Context: an optimization exercise on an open-source flow, tuned for small area. The choices shown serve that exercise and are no tape-out recipe. RTL that was checked went through simulation tests only; none was proved equivalent to the original. Power is estimated from default activity; no workload was simulated.

the baseline:
Design myFFT16, start of the top module:
module myFFT16 (
    input         i_clk,
    input         i_reset,
    input         i_valid,
    input  [15:0] i_data_in_i,
    input  [15:0] i_data_in_q,
    output [17:0] o_data_out_i,
    output [17:0] o_data_out_q,
    output        o_complete,
    output [2:0]  o_stateFFT,
    input         i_flag_ready_recive,
    output        o_flag_wayt_data
);
    myFFT #(.SIZE_BUFFER(4), .DATA_FFT_SIZE(16), .FAST("slow"), .TYPE("forvard"),
            .COMPENS_FP("add"), .MIN_FFT_x4(1), .USE_ROUND(1), .USE_DSP(1),
            .PARAREL_FFT(9'b111111111))
    u_fft (
        .i_clk(i_clk),
        .i_reset(i_reset),
        .i_valid(i_valid),
        .i_data_in_i(i_data_in_i),
        .i_data_in_q(i_data_in_q),
        .o_data_out_i(o_data_out_i),
        .o_data_out_q(o_data_out_q),
        .o_complete(o_complete),
        .o_stateFFT(o_stateFFT),
        .i_flag_ready_recive(i_flag_ready_recive),
        .o_flag_wayt_data(o_flag_wayt_data)
    );
endmodule
For scale: ~10000 cells after synthesis, ~3100 flip-flops, roughly 160000 um^2 of cells after synthesis.
Settings: LEC_CHECK=0, CAP_MARGIN=0, CORE_MARGIN=2, CORE_UTILIZATION=60, CTS_BUF_LIST=sky130_fd_sc_hd__clkbuf_8, CTS_CLUSTER_DIAMETER=60, CTS_CLUSTER_SIZE=16, SLEW_MARGIN=0; clock period 10.0 ns.
run.sh (not shown) runs the stock make flow with config.mk's settings and CLKGATE_MAP_FILE= SYNTH_SCRIPT=/design/flow/synth_recipe.tcl, a recipe that flattens the netlist after the stock synthesis.
Edits applied to the flow inputs when going from the baseline to the candidate:
--- a/flow/design.v
+++ b/flow/design.v
@@ -598,21 +598,21 @@
   output logic [17 : 0] odat_im
 );
   logic [16:0] dat_re, dat_im;
   logic  [2:0] k;
   logic [17:0] r_re, r_im, s2_re, s2_im, s3_re, s3_im;
   wire nE = k[0] | k[1];
   wire BD = k[0];
   wire AA = k[1] & ~k[0];
-  wire sw_d = (ik == 3'd3) | (ik == 3'd4) | (ik == 3'd5) | (ik == 3'd6);
-  wire [16:0] u_re = dat_re;
-  wire [16:0] v_re = dat_im;
-  wire [16:0] u_im = dat_im;
-  wire [16:0] v_im = dat_re;
+  wire sw = (k == 3'd3) | (k == 3'd4) | (k == 3'd5) | (k == 3'd6);
+  wire [16:0] u_re = sw ? dat_im : dat_re;
+  wire [16:0] v_re = sw ? dat_re : dat_im;
+  wire [16:0] u_im = sw ? dat_re : dat_im;
+  wire [16:0] v_im = sw ? dat_im : dat_re;
   wire nu_re = (k == 3'd7);
   wire nv_re = (k == 3'd5) | (k == 3'd6);
   wire nu_im = k[2] | (k == 3'd3);
   wire nv_im = (k[1] | k[0]) & (k != 3'd3);
   wire p_re_w0 = (1'b1 & (u_re[0] ^ nu_re));
   wire p_re_w1 = (1'b1 & (u_re[1] ^ nu_re));
   wire p_re_w2 = (1'b1 & (u_re[2] ^ nu_re));
   wire p_re_w3 = (1'b1 & (u_re[3] ^ nu_re));
@@ -1897,18 +1897,18 @@
   wire p_im_w638 = p_im_w515 ^ p_im_w575 ^ p_im_w576;
   wire p_im_w639 = (p_im_w515 & p_im_w575) | (p_im_w515 & p_im_w576) | (p_im_w575 & p_im_w576);
   wire [31:0] p_im_a = {p_im_w637, p_im_w635, p_im_w633, p_im_w631, p_im_w629, p_im_w627, p_im_w625, p_im_w623, p_im_w621, p_im_w619, p_im_w617, p_im_w615, p_im_w613, p_im_w611, p_im_w609, p_im_w607, p_im_w605, p_im_w603, p_im_w601, p_im_w599, p_im_w597, p_im_w595, p_im_w593, p_im_w591, p_im_w589, p_im_w587, p_im_w585, p_im_w583, p_im_w581, p_im_w579, p_im_w516, 1'b0};
   wire [31:0] p_im_b = {p_im_w638, p_im_w636, p_im_w634, p_im_w632, p_im_w630, p_im_w628, p_im_w626, p_im_w624, p_im_w622, p_im_w620, p_im_w618, p_im_w616, p_im_w614, p_im_w612, p_im_w610, p_im_w608, p_im_w606, p_im_w604, p_im_w602, p_im_w600, p_im_w598, p_im_w596, p_im_w594, p_im_w592, p_im_w590, p_im_w588, p_im_w586, p_im_w584, p_im_w582, p_im_w580, p_im_w578, 1'b0};
   wire [31:0] p_im_s = p_im_a + p_im_b;
   assign r_im = p_im_s[31:14];
   always_ff @(posedge iclk) begin
     if (ival) begin
-      dat_re <= sw_d ? idat_im : idat_re;
-      dat_im <= sw_d ? idat_re : idat_im;
+      dat_re <= idat_re;
+      dat_im <= idat_im;
       k      <= ik;
       s2_re  <= r_re;
       s2_im  <= r_im;
       s3_re  <= s2_re;
       s3_im  <= s2_im;
       odat_re <= s3_re;
       odat_im <= s3_im;
     end
Notes after the runs:
The baseline ended up with met5 as its top routing layer in use; the candidate ended up with met4. First-pass GRT wire length, the candidate vs the baseline: down slightly. When the final numbers for the baseline and the candidate were put side by side, the slack of the critical path turned out to be smaller in the candidate. Compared to the baseline, the candidate has headroom to the max-slew limit 1.8 points lower. The delay contributed by the slowest stage of the critical path of the candidate and that of the baseline are within noise of each other. The utilization after layout on the candidate is in line with that on the baseline. The candidate vs the baseline, hold slack went down by 0.018 ns.
The RTL of the candidate was laid out without a check of its function.

myFFT16, a different RTL version from the one above (not shown whole).
For scale: about 3,100 flip-flops, about 77 I/O pins.
clock: 10.0 ns
lec_check: 0
cap_margin: 0
core_margin: 2
core_utilization: 60
cts_buf_list: sky130_fd_sc_hd__clkbuf_8
cts_cluster_diameter: 60
cts_cluster_size: 16
slew_margin: 0
standard.sh (not shown) runs the stock make flow with config.mk's settings and CLKGATE_MAP_FILE= SYNTH_SCRIPT=/design/flow/synth_recipe.tcl, a recipe that flattens the netlist after the stock synthesis.
==> flow/flow/run.sh <==
#!/bin/bash
set -e
export CTS_ARGS="-sink_clustering_enable -repair_clock_nets -dont_use_dummy_load -sink_clustering_size 16 -sink_clustering_max_diameter 60 -buf_list sky130_fd_sc_hd__clkbuf_8"
bash standard.sh > standard.log 2>&1
Rerun with:
--- a/flow/design.v
+++ b/flow/design.v
@@ -4,26 +4,17 @@
   input  logic          ival    ,
   input  logic [15 : 0] idat_re ,
   input  logic [15 : 0] idat_im ,
   input  logic  [1 : 0] ik      ,
   output logic [16 : 0] odat_re ,
   output logic [16 : 0] odat_im
 );
-  function automatic [16:0] rca(input [16:0] a, input [16:0] b, input neg);
-    logic c, bb;
-    c = neg;
-    for (int t = 0; t < 17; t++) begin
-      bb = b[t] ^ neg;
-      rca[t] = a[t] ^ bb ^ c;
-      c = (a[t] & bb) | (a[t] & c) | (bb & c);
-    end
-  endfunction
   logic [16:0] sum, dif, x_re_d, x_im_d;
-  assign sum = rca({idat_re[15], idat_re}, {idat_im[15], idat_im}, 1'b0);
-  assign dif = rca({idat_im[15], idat_im}, {idat_re[15], idat_re}, 1'b1);
+  assign sum = {idat_re[15], idat_re} + {idat_im[15], idat_im};
+  assign dif = {idat_im[15], idat_im} - {idat_re[15], idat_re};
   always_comb begin
     case (ik)
       2'd0: begin x_re_d = {idat_re[15], idat_re}; x_im_d = {idat_im[15], idat_im}; end
       2'd1: begin x_re_d = sum;                    x_im_d = dif; end
       2'd2: begin x_re_d = {idat_im[15], idat_im}; x_im_d = {idat_re[15], idat_re}; end
       default: begin x_re_d = dif;                 x_im_d = sum; end
     endcase
@@ -1946,27 +1937,27 @@
     function [DATA_FFT_SIZE-1:0] rca;
         input [DATA_FFT_SIZE-1:0] a;
         input [DATA_FFT_SIZE-1:0] b_in;
         integer t;
         reg c;
         reg [DATA_FFT_SIZE-1:0] b;
         begin
-            b = b_in;
-            c = 1'b0;
+            b = SUB ? ~b_in : b_in;
+            c = SUB ? 1'b1 : 1'b0;
             for (t = 0; t < DATA_FFT_SIZE; t = t + 1)
             begin
                 rca[t] = a[t] ^ b[t] ^ c;
                 c = (a[t] & b[t]) | (a[t] & c) | (b[t] & c);
             end
         end
     endfunction
     always @(posedge i_clk)
     begin
-        if(i_en)  o_data_out0_i <= SUB ? ~rca(~i_data_in0_i, i_data_in1_i) : rca(i_data_in0_i, i_data_in1_i);
-        if(i_en)  o_data_out0_q <= SUB ? ~rca(~i_data_in0_q, i_data_in1_q) : rca(i_data_in0_q, i_data_in1_q);
+        if(i_en)  o_data_out0_i <= rca(i_data_in0_i, i_data_in1_i);
+        if(i_en)  o_data_out0_q <= rca(i_data_in0_q, i_data_in1_q);
     end
 endmodule
 `timescale 1ns / 1ps
 module memForFFT #(parameter DATA_FFT_SIZE = 16,
                    parameter SIZE_BITS_ADDRES = 4  ,
                    parameter ONE_OUT = 0  )
     (
@@ -1997,31 +1988,19 @@
     input i_readEn2;
     input [SIZE_BITS_ADDRES-1:0] i_addr2;
     input [SIZE_BITS_ADDRES-1:0] i_addr_r2;
     input [DATA_FFT_SIZE-1:0] i_inData2;
     output reg [DATA_FFT_SIZE-1:0] o_outData2;
     reg [DATA_FFT_SIZE-1:0] data [2**SIZE_BITS_ADDRES-1:0];
     reg [DATA_FFT_SIZE-1:1] data2 [2**SIZE_BITS_ADDRES-1:0];
-    localparam D = 2**SIZE_BITS_ADDRES;
-    reg [DATA_FFT_SIZE-1:0] rd1, rd2_r2;
-    integer k;
-    always @(*)
-    begin
-        rd1 = {DATA_FFT_SIZE{1'b0}};
-        rd2_r2 = {DATA_FFT_SIZE{1'b0}};
-        for (k = 0; k < D; k = k + 1)
-        begin
-            rd1 = rd1 | ({DATA_FFT_SIZE{(i_addr_r == k) & !(ONE_OUT && i_sel)}} & data[k])
-                      | ({DATA_FFT_SIZE{(i_addr_r == k) &  (ONE_OUT && i_sel)}} & {data2[k], data[k][0]});
-            rd2_r2 = rd2_r2 | ({DATA_FFT_SIZE{i_addr_r2 == k}} & {data2[k], data[k][0]});
-        end
-    end
+    wire [DATA_FFT_SIZE-1:0] rd2 = {data2[i_addr_r], data[i_addr_r][0]};
+    wire [DATA_FFT_SIZE-1:0] rd2_r2 = {data2[i_addr_r2], data[i_addr_r2][0]};
     always @(posedge i_clk)
     begin
-        if(i_readEn)  o_outData <= rd1; 
+        if(i_readEn)  o_outData <= (ONE_OUT && i_sel) ? rd2 : data[i_addr_r]; 
         if(i_writeEn) data[i_addr] <= i_inData; 
         if(i_readEn2 && !ONE_OUT)  o_outData2 <= rd2_r2; 
         if(i_writeEn2) data2[i_addr2] <= i_inData2[DATA_FFT_SIZE-1:1]; 
     end
 endmodule
 `timescale 1ns / 1ps
 module multComplexE #(parameter SIZE_DATA_FI = 2 ,
@@ -2395,16 +2374,16 @@
             end
         endfunction
         wire [1:0] n = counterReciveDataFFT[1:0];
         wire [DATA_FFT_SIZE-1:0] base_i = n[0] ? s_i[1] : s_i[0];
         wire [DATA_FFT_SIZE-1:0] base_q = n[0] ? s_q[1] : s_q[0];
         wire [DATA_FFT_SIZE-1:0] bp_i = rca(base_i, i_data_in_i, 1'b0);
         wire [DATA_FFT_SIZE-1:0] bp_q = rca(base_q, i_data_in_q, 1'b0);
-        wire [DATA_FFT_SIZE-1:0] bm_i = ~rca(~base_i, i_data_in_i, 1'b0);    
-        wire [DATA_FFT_SIZE-1:0] bm_q = ~rca(~base_q, i_data_in_q, 1'b0);
+        wire [DATA_FFT_SIZE-1:0] bm_i = rca(base_i, i_data_in_i, 1'b1);
+        wire [DATA_FFT_SIZE-1:0] bm_q = rca(base_q, i_data_in_q, 1'b1);
         always @(posedge i_clk) 
         begin : reciveDataFFT
             if(i_reset)   counterReciveDataFFT <= 0;
             else
             begin
                 if(counterReciveDataFFT < NFFT)
                 begin
Cell count shrinks by 0.84%.
Global-route usage went down by 1.2 points.
Sequential share of layout area fell by 1.2 points.
First-iteration DRC count drops by 8.6%.
Cell area rose by 2.5%.
Power is higher by 0.99%.
Synthesized cell count shrinks by 1.9%.
Via count decreases by 1.4%.
Worst hold slack improves by 0.012 ns.
Clock power climbs by about 3%.
Register-to-register slack gets better by 0.28 ns.
Die area increases by 2.4%.
Setup slack degrades by 0.081 ns.

myFFT16, a different RTL version from the one above (not shown whole).
Size in the first run: roughly 10,000 cells after synthesis.
Settings: LEC_CHECK=0, CAP_MARGIN=0, CORE_MARGIN=2, CORE_UTILIZATION=60, CTS_BUF_LIST=sky130_fd_sc_hd__clkbuf_8, CTS_CLUSTER_DIAMETER=60, CTS_CLUSTER_SIZE=16, SLEW_MARGIN=0; clock period 10.0 ns.
Scripts as last shown in full above: flow/flow/run.sh
The first run finished clean.
Next try:
--- a/flow/design.v
+++ b/flow/design.v
@@ -2425,16 +2425,17 @@
                 else      begin s_i0 <= bp_i; s_q0 <= bp_q; end
                 if (n == 2'd2) begin s_i2 <= bm_i; s_q2 <= bm_q; end
                 if (n == 2'd3) begin s_i3 <= bm_i; s_q3 <= bm_q; end
             end
         end
         wire [1:0] rm = counterSendData[1:0];
         wire use_q = (nL != 2'd0);
-        wire [DATA_FFT_SIZE-1:0] p_i = (rm[0] & nL[1]) ? s_i2 : s_i0;
-        wire [DATA_FFT_SIZE-1:0] p_q = (rm[0] & nL[1]) ? s_q2 : s_q0;
+        wire selp2 = rm[0] & nL[1];
+        wire [DATA_FFT_SIZE-1:0] p_i = ({DATA_FFT_SIZE{selp2}} & s_i2) | ({DATA_FFT_SIZE{!selp2}} & s_i0);
+        wire [DATA_FFT_SIZE-1:0] p_q = ({DATA_FFT_SIZE{selp2}} & s_q2) | ({DATA_FFT_SIZE{!selp2}} & s_q0);
         wire q3 = rm[0] & (nL == 2'd3);
         wire sel1i = use_q & !rm[0];           
         wire sel1q = use_q & rm[0] & !q3;      
         wire sel3  = use_q & q3;               
         wire [DATA_FFT_SIZE-1:0] o_i = ({DATA_FFT_SIZE{sel1i}} & s_i1) | ({DATA_FFT_SIZE{sel1q}} & s_q1) | ({DATA_FFT_SIZE{sel3}} & s_q3);
         wire [DATA_FFT_SIZE-1:0] o_q = ({DATA_FFT_SIZE{sel1i}} & s_q1) | ({DATA_FFT_SIZE{sel1q}} & s_i1) | ({DATA_FFT_SIZE{sel3}} & s_i3);
         wire [DATA_FFT_SIZE-1:0] x_i = rca(p_i, o_i, (rm == 2'd2) | (rm == 2'd3));
After rerunning: Synthesized cell count stays flat. Cell area stays flat. Count of clock-buffer cells in the layout went up by 3. Worst setup slack improved by 5.3 ps. Clock skew went down by 25 ps. Area after synthesis barely changes. Utilization barely changes. Sequential share of layout area barely changes. Critical path depth is unchanged. Worst hold slack improved by 51 ps.

myFFT16, a different RTL version from the one above (not shown whole).
For scale: ~10000 cells after synthesis.
export LEC_CHECK = 0
export CAP_MARGIN = 0
export CORE_MARGIN = 2
export CORE_UTILIZATION = 60
export CTS_BUF_LIST = sky130_fd_sc_hd__clkbuf_8
export CTS_CLUSTER_DIAMETER = 60
export CTS_CLUSTER_SIZE = 16
export SLEW_MARGIN = 0
create_clock -name core_clock -period 10.0 [get_ports {i_clk}]
Scripts as last shown in full above: flow/flow/run.sh
The baseline ran to the end with no violations.
Change:
--- a/flow/design.v
+++ b/flow/design.v
@@ -2389,22 +2389,22 @@
                 for (t = 0; t < DATA_FFT_SIZE; t = t + 1)
                 begin
                     bb = b[t] ^ neg;
                     rca[t] = a[t] ^ bb ^ c;
                     c = (a[t] & bb) | (a[t] & c) | (bb & c);
                 end
             end
         endfunction
         wire [1:0] n = counterReciveDataFFT[1:0];
-        wire [DATA_FFT_SIZE-1:0] base_i = ({DATA_FFT_SIZE{n == 2'd2}} & s_i[0]) | ({DATA_FFT_SIZE{n == 2'd3}} & s_i[1]);
-        wire [DATA_FFT_SIZE-1:0] base_q = ({DATA_FFT_SIZE{n == 2'd2}} & s_q[0]) | ({DATA_FFT_SIZE{n == 2'd3}} & s_q[1]);
-        wire [DATA_FFT_SIZE-1:0] bp_i = rca(base_i, i_data_in_i, 1'b0);
-        wire [DATA_FFT_SIZE-1:0] bp_q = rca(base_q, i_data_in_q, 1'b0);
+        wire [DATA_FFT_SIZE-1:0] base_i = n[0] ? s_i[1] : s_i[0];
+        wire [DATA_FFT_SIZE-1:0] base_q = n[0] ? s_q[1] : s_q[0];
+        wire [DATA_FFT_SIZE-1:0] bp_i = rca({DATA_FFT_SIZE{n[1]}} & base_i, i_data_in_i, 1'b0);
+        wire [DATA_FFT_SIZE-1:0] bp_q = rca({DATA_FFT_SIZE{n[1]}} & base_q, i_data_in_q, 1'b0);
         wire [DATA_FFT_SIZE-1:0] bm_i = ~rca(~base_i, i_data_in_i, 1'b0);    
         wire [DATA_FFT_SIZE-1:0] bm_q = ~rca(~base_q, i_data_in_q, 1'b0);
         always @(posedge i_clk) 
         begin : reciveDataFFT
             if(i_reset)   counterReciveDataFFT <= 0;
             else
             begin
                 if(counterReciveDataFFT < NFFT)
                 begin
=>
- count of clock-buffer cells in the layout grows by 1
- power came out higher by about 0.8%
- design area stays flat
- clock power hardly moves
- sequential power barely changes
- register-to-register slack gets better by 50 ps
- sequential share of layout area is about the same
- area after synthesis barely changes

## static timing again, ports no longer ideal
The flow's constraints put no driver on any port. The routed layouts listed below were extracted and timed again, unchanged, in two steps. Step 1 sets driving cells, clkbuf_16 on the clock port and buf_2 on the other inputs (assumed; they add their load-dependent delay and slew). Step 2, shift: input delay + t, output delay - t, t = (earliest + latest rising clock arrival at the registers) / 2. This alone moves slack from input paths to output paths. Slacks: ideal ports / drivers / drivers and shift; pairs: ideal ports / drivers.
run	t, ns	setup WS [ns]	worst setup path after step 2
the baseline	1.135	1.464 / 1.520 / 0.385	input to register
the candidate	1.084	1.395 / 1.420 / 0.382	input to register
the first run of note 2	1.091	1.521 / 1.521 / 1.025	input to register
the second run of note 2	1.099	1.440 / 1.499 / 0.400	input to register
the first run of note 3	1.067	1.525 / 1.525 / 0.589	input to register
the second run of note 3	1.069	1.531 / 1.531 / 0.635	input to register
the first run of note 4	1.067	1.525 / 1.525 / 0.589	input to register
the second run of note 4	1.058	1.574 / 1.574 / 0.732	input to register
After both steps every run listed still meets setup and hold. For the baseline, which loses most, drivers alone change the setup slack by +0.056 ns; drivers and shift together by -1.079 ns.
